This design comes from an exercise in tuning for small area on the open sky130 flow, not from production work.
Function was checked by simulation only, so behaviour that the tests miss may differ from the original.
The flow treats the clock pin as an ideal source. Dropping or thinning the clock tree relies on that and would not hold on a real chip.

## the previous run
==> flow/design.v (excerpt) <==
module stopwatch (
  input clkIn,
  input rstIn,
  input btnRunIn,
  input btnPauseIn,
  input btnClearIn,
  output [7:0] aSegOut,
  output [7:0] cSegOut);
  localparam [1:0] S_IDLE  = 2'd0;   
  localparam [1:0] S_IDLEC = 2'd1;   
  localparam [1:0] S_RUN   = 2'd3;
  localparam [1:0] S_CLEAR = 2'd2;
  reg [1:0] state;
  reg       en;
  always @(posedge clkIn) begin
    if (rstIn) begin
      state <= S_IDLE;
      en    <= 1'b0;
    end else begin
      en <= (state == S_RUN);
      case (state)
        S_RUN:   state <= btnPauseIn ? S_IDLE : (btnClearIn ? S_CLEAR : S_RUN);
        S_CLEAR: state <= S_IDLEC;
        default: state <= btnRunIn ? S_RUN : (btnClearIn ? S_CLEAR : S_IDLE);
      endcase
    end
  end
  wire clr = rstIn | (state == S_IDLEC);
  reg pc, tick;
  always @(posedge clkIn) begin
    if (clr) begin
      pc   <= 1'b0;
      tick <= 1'b0;
    end else begin
      tick <= pc;
      pc   <= ~pc & en;
    end
  end
  function [3:0] nx_ones0(input [3:0] d, input inc);
    begin
      nx_ones0[0] = ~((~d[0] & ~inc) | (~d[1] & d[2] & ~d[3]) | (~d[1] & ~d[3] & inc) | (d[0] & d[2] & inc));
      nx_ones0[1] = (d[1] & ~inc) | (~d[0] & inc) | (~d[1] & d[2] & inc);
      nx_ones0[2] = ~((~d[2] & ~inc) | (~d[2] & ~d[3]) | (d[0] & d[1] & inc) | (~d[0] & ~d[2]));
  ...
For scale: ~49 flip-flops, roughly 21 I/O pins, about 2000 um^2 of cells after synthesis.
==> module stopwatch, before the edit <==
module stopwatch (
  input clkIn,
  input rstIn,
  input btnRunIn,
  input btnPauseIn,
  input btnClearIn,
  output [7:0] aSegOut,
  output [7:0] cSegOut);
  localparam [1:0] S_IDLE  = 2'd0;   
  localparam [1:0] S_IDLEC = 2'd1;   
  localparam [1:0] S_RUN   = 2'd3;
  localparam [1:0] S_CLEAR = 2'd2;
  reg [1:0] state;
  reg       en;
  always @(posedge clkIn) begin
    if (rstIn) begin
      state <= S_IDLE;
      en    <= 1'b0;
    end else begin
      en <= (state == S_RUN);
      case (state)
        S_RUN:   state <= btnPauseIn ? S_IDLE : (btnClearIn ? S_CLEAR : S_RUN);
        S_CLEAR: state <= S_IDLEC;
        default: state <= btnRunIn ? S_RUN : (btnClearIn ? S_CLEAR : S_IDLE);
      endcase
    end
  end
  wire clr = rstIn | (state == S_IDLEC);
  reg pc, tick;
  always @(posedge clkIn) begin
    if (clr) begin
      pc   <= 1'b0;
      tick <= 1'b0;
    end else begin
      tick <= pc;
      pc   <= ~pc & en;
    end
  end
  function [3:0] nx_ones0(input [3:0] d, input inc);
    begin
      nx_ones0[0] = ~((~d[0] & ~inc) | (~d[1] & d[2] & ~d[3]) | (~d[1] & ~d[3] & inc) | (d[0] & d[2] & inc));
      nx_ones0[1] = (d[1] & ~inc) | (~d[0] & inc) | (~d[1] & d[2] & inc);
      nx_ones0[2] = ~((~d[2] & ~inc) | (~d[2] & ~d[3]) | (d[0] & d[1] & inc) | (~d[0] & ~d[2]));
      nx_ones0[3] = (~d[2] & d[3]) | (d[0] & ~d[1] & ~d[2] & inc);
    end
  endfunction
  function [3:0] nx_ones(input [3:0] d, input inc);
    begin
      nx_ones[0] = ~((~d[0] & ~inc) | (~d[1] & d[2] & ~d[3]) | (~d[1] & ~d[3] & inc) | (d[0] & d[2] & inc));
      nx_ones[1] = (d[1] & ~inc) | (~d[0] & inc);
      nx_ones[2] = (d[2] & ~inc) | (d[0] & ~d[1] & d[3] & inc) | (~d[0] & d[2]);
      nx_ones[3] = (~d[2] & d[3]) | (d[0] & ~d[1] & inc);
    end
  endfunction
  function [2:0] nx_tens(input [2:0] d, input inc);
    begin
      nx_tens[0] = (d[0] & ~d[2]) | (~d[0] & d[1] & inc) | (d[0] & d[1] & ~inc);
      nx_tens[1] = (d[1] & ~inc) | (~d[0] & inc);
      nx_tens[2] = (d[0] & ~d[1]) | (d[2] & ~inc) | (~d[0] & d[2]);
    end
  endfunction
  function [3:0] nx_hour(input [3:0] d, input inc);
    begin
      nx_hour[0] = ~((~d[0] & ~inc) | (~d[1] & ~d[3] & inc) | (d[0] & d[2] & inc) | (d[2] & d[3]));
      nx_hour[1] = (d[1] & ~inc) | (~d[0] & inc);
      nx_hour[2] = (d[2] & ~inc) | (d[0] & ~d[1] & d[3] & inc) | (~d[0] & d[2]);
      nx_hour[3] = (~d[2] & d[3]) | (d[0] & ~d[1] & inc);
    end
  endfunction
  function zo(input [3:0] d); zo = (d[0] & ~d[1] & d[2] & ~d[3]); endfunction
  function zt(input [2:0] d); zt = (d[0] & ~d[1] & d[2]); endfunction
  reg [3:0] d0, d1, d2, d3, d5, d7;
  reg [2:0] d4, d6;
  always @(posedge clkIn) begin
    if (clr) begin
      d0 <= 4'd4; d1 <= 4'd4; d2 <= 4'd4; d3 <= 4'd4;
      d4 <= 3'd4; d5 <= 4'd4; d6 <= 3'd4; d7 <= 4'd4;
    end else begin
      d0 <= nx_ones0(d0, tick);
      d1 <= nx_ones(d1, zo(d0));
      d2 <= nx_ones(d2, zo(d1));
      d3 <= nx_ones(d3, zo(d2));
      d4 <= nx_tens(d4, zo(d3));
      d5 <= nx_ones(d5, zt(d4));
      d6 <= nx_tens(d6, zo(d5));
      d7 <= nx_hour(d7, zt(d6));
    end
  end
  reg       r1;     
  reg [1:0] rc;     
  reg [2:0] psel;   
  reg [3:0] ch;     
  reg [3:0] seg;    
  wire [2:0] sel = r1 ? 3'd0 :
                   (rc == 2'd0) ? {psel[2] ^ (psel[1] & psel[0]), psel[1] ^ psel[0], ~psel[0]} : psel;
  always @(posedge clkIn) begin
    r1   <= rstIn;
    psel <= sel;
    rc   <= rstIn ? 2'd0 : {rc[0], ~rc[1]};
    if (rstIn) ch <= 4'd4;
    else case (sel)
      3'd0: ch <= d0;
      3'd1: ch <= d1;
      3'd2: ch <= d2;
      3'd3: ch <= d3;
      3'd4: ch <= {1'b0, d4};
      3'd5: ch <= d5;
      3'd6: ch <= {1'b0, d6};
      default: ch <= d7;
    endcase
    seg <= rstIn ? 4'd13 : ch;
  end
  assign cSegOut[0] = (~seg[0] & seg[1]) | (seg[2] & seg[3]);
  assign cSegOut[1] = (seg[0] & ~seg[2] & ~seg[3]) | (seg[2] & seg[3]);
  assign cSegOut[2] = ~((~seg[2]) | (~seg[1] & ~seg[3]) | (~seg[0]));
  assign cSegOut[3] = (~seg[0] & seg[1]) | (~seg[1] & seg[3]);
  assign cSegOut[4] = (~seg[0] & ~seg[2]) | (~seg[1] & seg[3]) | (seg[1] & ~seg[2] & ~seg[3]) | (~seg[0] & seg[1]);
  assign cSegOut[5] = (~seg[0] & ~seg[1] & ~seg[2]) | (seg[2] & seg[3]) | (seg[1] & seg[2]);
  assign cSegOut[6] = (~seg[1] & seg[2]) | (~seg[0] & seg[3]) | (~seg[0] & seg[2]);
  assign cSegOut[7] = 1'b1;
  assign aSegOut = ~(8'd1 << psel);
endmodule
export LEC_CHECK = 0
export CAP_MARGIN = 20
export CORE_MARGIN = 2
export CORE_UTILIZATION = 40
export SLEW_MARGIN = 20
create_clock -name core_clock -period 4.0 [get_ports {clkIn}]
standard.sh (not shown) runs the stock make flow with config.mk's settings and CLKGATE_MAP_FILE= SYNTH_SCRIPT=/design/flow/synth_recipe.tcl, a recipe that flattens the netlist after the stock synthesis.
==> flow/flow/run.sh <==
#!/bin/bash
# Own layout flow: the standard flow, with two changes.
#  1. Synthesis is ORFS's own script with a stronger, area-oriented ABC
#     script and without half/full-adder extraction. Everything before ABC
#     (and so every register and its name) is as in the standard synthesis;
#     the flow gives each register the instance name the standard synthesis
#     gave it (pairing them by their Q nets) and falls back to the standard
#     netlist if the registers do not pair up.
#  2. Port buffers use the smallest buffer. Clock-tree synthesis is replaced
#     (cts_hook.tcl, sourced by ORFS's cts.tcl) by a two-level tree: a few
#     leaf clock buffers, each at the centre of a group of registers, driven
#     by one root buffer on the clock port. The CTS_ARGS below only matter
#     if the hook is taken out.
# Each tool's output goes to a log file of its own in the work folder.
set -euo pipefail
WORK=$PWD
FLOW=$WORK/flow
R=$WORK/orfs/results/$FLOW_PLATFORM/stopwatch/base

bash standard.sh synth > log_synth_standard.txt 2>&1
cp $R/1_2_yosys.v $WORK/standard_1_2_yosys.v

# 2. own synthesis
sed -e 's|^\( *\)extract_fa .*$|\1# (adder extraction skipped)|' \
    -e 's|log_cmd abc {\*}\$abc_args|log_cmd abc -script $::env(OWN_ABC_SCRIPT) {*}$lib_args {*}$lib_dont_use_args|' \
    $FLOW_HOME/scripts/synth.tcl > $WORK/own_synth_body.tcl
sed -e "s|source \$::env(SCRIPTS_DIR)/synth.tcl|source $WORK/own_synth_body.tcl|" \
    $WORK/synth_recipe.tcl > $WORK/own_synth.tcl
if OWN_ABC_SCRIPT=$FLOW/area.abc make -C $FLOW_HOME DESIGN_CONFIG=$WORK/config.mk \
     WORK_HOME=$WORK/orfs CLKGATE_MAP_FILE= SYNTH_SCRIPT=$WORK/own_synth.tcl do-yosys \
     > log_synth_own.txt 2>&1 \
   && cp $R/1_2_yosys.v $WORK/own_1_2_yosys.v \
   && python3 $FLOW/fix_regs.py $WORK/standard_1_2_yosys.v $WORK/own_1_2_yosys.v > log_fix_regs.txt 2>&1; then
  echo "using own synthesis" >> log_fix_regs.txt
  cp $WORK/own_1_2_yosys.v $R/1_2_yosys.v
else
  echo "falling back to the standard synthesis" >> log_fix_regs.txt
  cp $WORK/standard_1_2_yosys.v $R/1_2_yosys.v
fi
rm -f $R/1_synth.odb $R/1_synth.sdc

# 3. the rest of the standard flow
export BUFFER_PORTS_ARGS="-buffer_cell sky130_fd_sc_hd__buf_1"
export CTS_ARGS="${OWN_CTS_ARGS:--sink_clustering_enable -repair_clock_nets -dont_use_dummy_load -buf_list sky130_fd_sc_hd__clkbuf_8 -sink_clustering_size 30}"
if [[ -f $FLOW/cts_hook.tcl ]]; then
  export PRE_CTS_TCL=$FLOW/cts_hook.tcl
  export OWN_CTS_LEAF=${OWN_CTS_LEAF:-sky130_fd_sc_hd__clkbuf_8}
  export OWN_CTS_ROOT=${OWN_CTS_ROOT:-sky130_fd_sc_hd__clkbuf_2}
  export OWN_CTS_GROUPS=${OWN_CTS_GROUPS:-3}
fi
bash standard.sh > log_layout.txt 2>&1
Other scripts of this flow, unchanged in this note and not shown: flow/flow/area.abc, flow/flow/cts_hook.tcl, flow/flow/fix_regs.py
[inputs] the current run vs the previous run
==> flow/design.v <==
module stopwatch (
  input clkIn,
  input rstIn,
  input btnRunIn,
  input btnPauseIn,
  input btnClearIn,
  output [7:0] aSegOut,
  output [7:0] cSegOut);
  localparam [1:0] S_IDLE  = 2'd0;   
  localparam [1:0] S_IDLEC = 2'd1;   
  localparam [1:0] S_RUN   = 2'd3;
  localparam [1:0] S_CLEAR = 2'd2;
  reg [1:0] state;
  reg       en;
  always @(posedge clkIn) begin
    if (rstIn) begin
      state <= S_IDLE;
      en    <= 1'b0;
    end else begin
      en <= (state == S_RUN);
      case (state)
        S_RUN:   state <= btnPauseIn ? S_IDLE : (btnClearIn ? S_CLEAR : S_RUN);
        S_CLEAR: state <= S_IDLEC;
        default: state <= btnRunIn ? S_RUN : (btnClearIn ? S_CLEAR : S_IDLE);
      endcase
    end
  end
  wire clr = rstIn | (state == S_IDLEC);
  reg pc, tick;
  always @(posedge clkIn) begin
    if (clr) begin
      pc   <= 1'b0;
      tick <= 1'b0;
    end else begin
      tick <= pc;
      pc   <= ~pc & en;
    end
  end
  function [3:0] nx_ones0(input [3:0] d, input inc);
    begin
      nx_ones0[0] = ~((~d[1] & ~d[2] & ~d[3]) | (~d[0] & ~inc) | (d[0] & ~d[2] & inc) | (~d[1] & ~d[3] & inc));
      nx_ones0[1] = (d[1] & ~inc) | (~d[1] & ~d[2] & inc) | (~d[0] & inc);
      nx_ones0[2] = (d[2] & ~inc) | (d[0] & d[1] & inc) | (d[2] & ~d[3]) | (~d[0] & d[2]);
      nx_ones0[3] = (d[2] & d[3]) | (d[0] & ~d[1] & d[2] & inc);
    end
  endfunction
  function [3:0] nx_ones(input [3:0] d, input inc);
    begin
      nx_ones[0] = ~((~d[1] & ~d[2] & ~d[3]) | (~d[0] & ~inc) | (d[0] & ~d[2] & inc) | (~d[1] & ~d[3] & inc));
      nx_ones[1] = (d[1] & ~inc) | (~d[0] & inc);
      nx_ones[2] = ~((~d[2] & ~inc) | (~d[0] & ~d[2]) | (d[0] & ~d[1] & d[3] & inc));
      nx_ones[3] = (d[2] & d[3]) | (d[0] & ~d[1] & inc);
    end
  endfunction
  function [2:0] nx_tens(input [2:0] d, input inc);
    begin
      nx_tens[0] = (d[0] & d[1] & ~inc) | (~d[0] & d[1] & inc) | (d[0] & d[2]);
      nx_tens[1] = (d[1] & ~inc) | (~d[0] & inc);
      nx_tens[2] = (~d[0] & d[2]) | (d[0] & inc) | (d[1] & d[2]);
    end
  endfunction
  function [3:0] nx_hour(input [3:0] d, input inc);
    begin
      nx_hour[0] = ~((~d[0] & ~inc) | (d[0] & ~d[2] & inc) | (~d[1] & ~d[3] & inc) | (~d[2] & d[3]));
      nx_hour[1] = (d[1] & ~inc) | (~d[0] & inc);
      nx_hour[2] = ~((~d[2] & ~inc) | (~d[0] & ~d[2]) | (d[0] & ~d[1] & d[3] & inc));
      nx_hour[3] = (d[2] & d[3]) | (d[0] & ~d[1] & inc);
    end
  endfunction
  function zo(input [3:0] d); zo = (d[0] & ~d[1] & ~d[2] & ~d[3]); endfunction
  function zt(input [2:0] d); zt = (d[0] & ~d[1] & ~d[2]); endfunction
  reg [3:0] d0, d1, d2, d3, d5, d7;
  reg [2:0] d4, d6;
  always @(posedge clkIn) begin
    if (clr) begin
      d0 <= 4'd0; d1 <= 4'd0; d2 <= 4'd0; d3 <= 4'd0;
      d4 <= 3'd0; d5 <= 4'd0; d6 <= 3'd0; d7 <= 4'd0;
    end else begin
      d0 <= nx_ones0(d0, tick);
      d1 <= nx_ones(d1, zo(d0));
      d2 <= nx_ones(d2, zo(d1));
      d3 <= nx_ones(d3, zo(d2));
      d4 <= nx_tens(d4, zo(d3));
      d5 <= nx_ones(d5, zt(d4));
      d6 <= nx_tens(d6, zo(d5));
      d7 <= nx_hour(d7, zt(d6));
    end
  end
  reg       r1;     
  reg [1:0] rc;     
  reg [2:0] psel;   
  reg [3:0] ch;     
  reg [3:0] seg;    
  wire [2:0] sel = r1 ? 3'd0 :
                   (rc == 2'd0) ? {psel[2] ^ (psel[1] & psel[0]), psel[1] ^ psel[0], ~psel[0]} : psel;
  always @(posedge clkIn) begin
    r1   <= rstIn;
    psel <= sel;
    rc   <= rstIn ? 2'd0 : {rc[0], ~rc[1]};
    if (rstIn) ch <= 4'd0;
    else case (sel)
      3'd0: ch <= d0;
      3'd1: ch <= d1;
      3'd2: ch <= d2;
      3'd3: ch <= d3;
      3'd4: ch <= {1'b0, d4};
      3'd5: ch <= d5;
      3'd6: ch <= {1'b0, d6};
      default: ch <= d7;
    endcase
    seg <= rstIn ? 4'd10 : ch;
  end
  assign cSegOut[0] = (~seg[2] & seg[3]) | (~seg[0] & seg[1]);
  assign cSegOut[1] = (~seg[2] & seg[3]) | (seg[0] & seg[2] & ~seg[3]);
  assign cSegOut[2] = (~seg[2] & seg[3]) | (seg[0] & seg[1] & ~seg[2]);
  assign cSegOut[3] = (~seg[0] & seg[1]) | (~seg[1] & seg[3]);
  assign cSegOut[4] = (~seg[0] & seg[1]) | (~seg[0] & seg[2]) | (~seg[1] & seg[3]) | (seg[1] & seg[2] & ~seg[3]);
  assign cSegOut[5] = (seg[1] & ~seg[2]) | (~seg[2] & seg[3]) | (~seg[0] & ~seg[1] & seg[2]);
  assign cSegOut[6] = (~seg[1] & ~seg[2]) | (~seg[0] & ~seg[2]) | (~seg[0] & seg[3]);
  assign cSegOut[7] = 1'b1;
  assign aSegOut = ~(8'd1 << psel);
endmodule
Notes after the runs:
Max area growth from synthesis to layout across the previous run and the current run: the current run. The higher first-pass GRT wire length came out of the previous run. Going from the previous run to the current run, area after synthesis now smaller; setup slack has increased; wire length increased by 54 um relative to the old numbers; number of instances in the placed design down 0.62%. Post-layout minimum cycle time for the current run is lower than for the previous run. Count of different cell masters after synthesis (the current run / the previous run): 0.941.
No run of this note takes its clock network from TritonCTS; it comes from the design's own scripts or RTL.

[re-timing with driven ports]
Ports are ideal in the flow. The routed layouts listed here were re-timed in OpenROAD.
Step 1: set_driving_cell puts a clkbuf_16 on clkIn and a buf_2 on each other input, an assumption about the parent block.
Step 2 adds t to the input delays and takes it off the output delays; t is the mean of the earliest and latest rising clock arrival at the registers after step 1. Input paths then give back, and output paths get back, about the clock's delay inside the block.
a / b / c = ideal ports / drivers / drivers and shift; a / b = the first two.
run | t (ns) | setup WS [ns] | hold slack, ns
the previous run | 0.383 | 1.644 / 1.621 / 1.767 | 0.408 / 0.408 / 0.408
the current run | 0.411 | 1.650 / 1.625 / 2.011 | 0.407 / 0.407 / 0.407
After both steps every run listed still meets setup and hold.
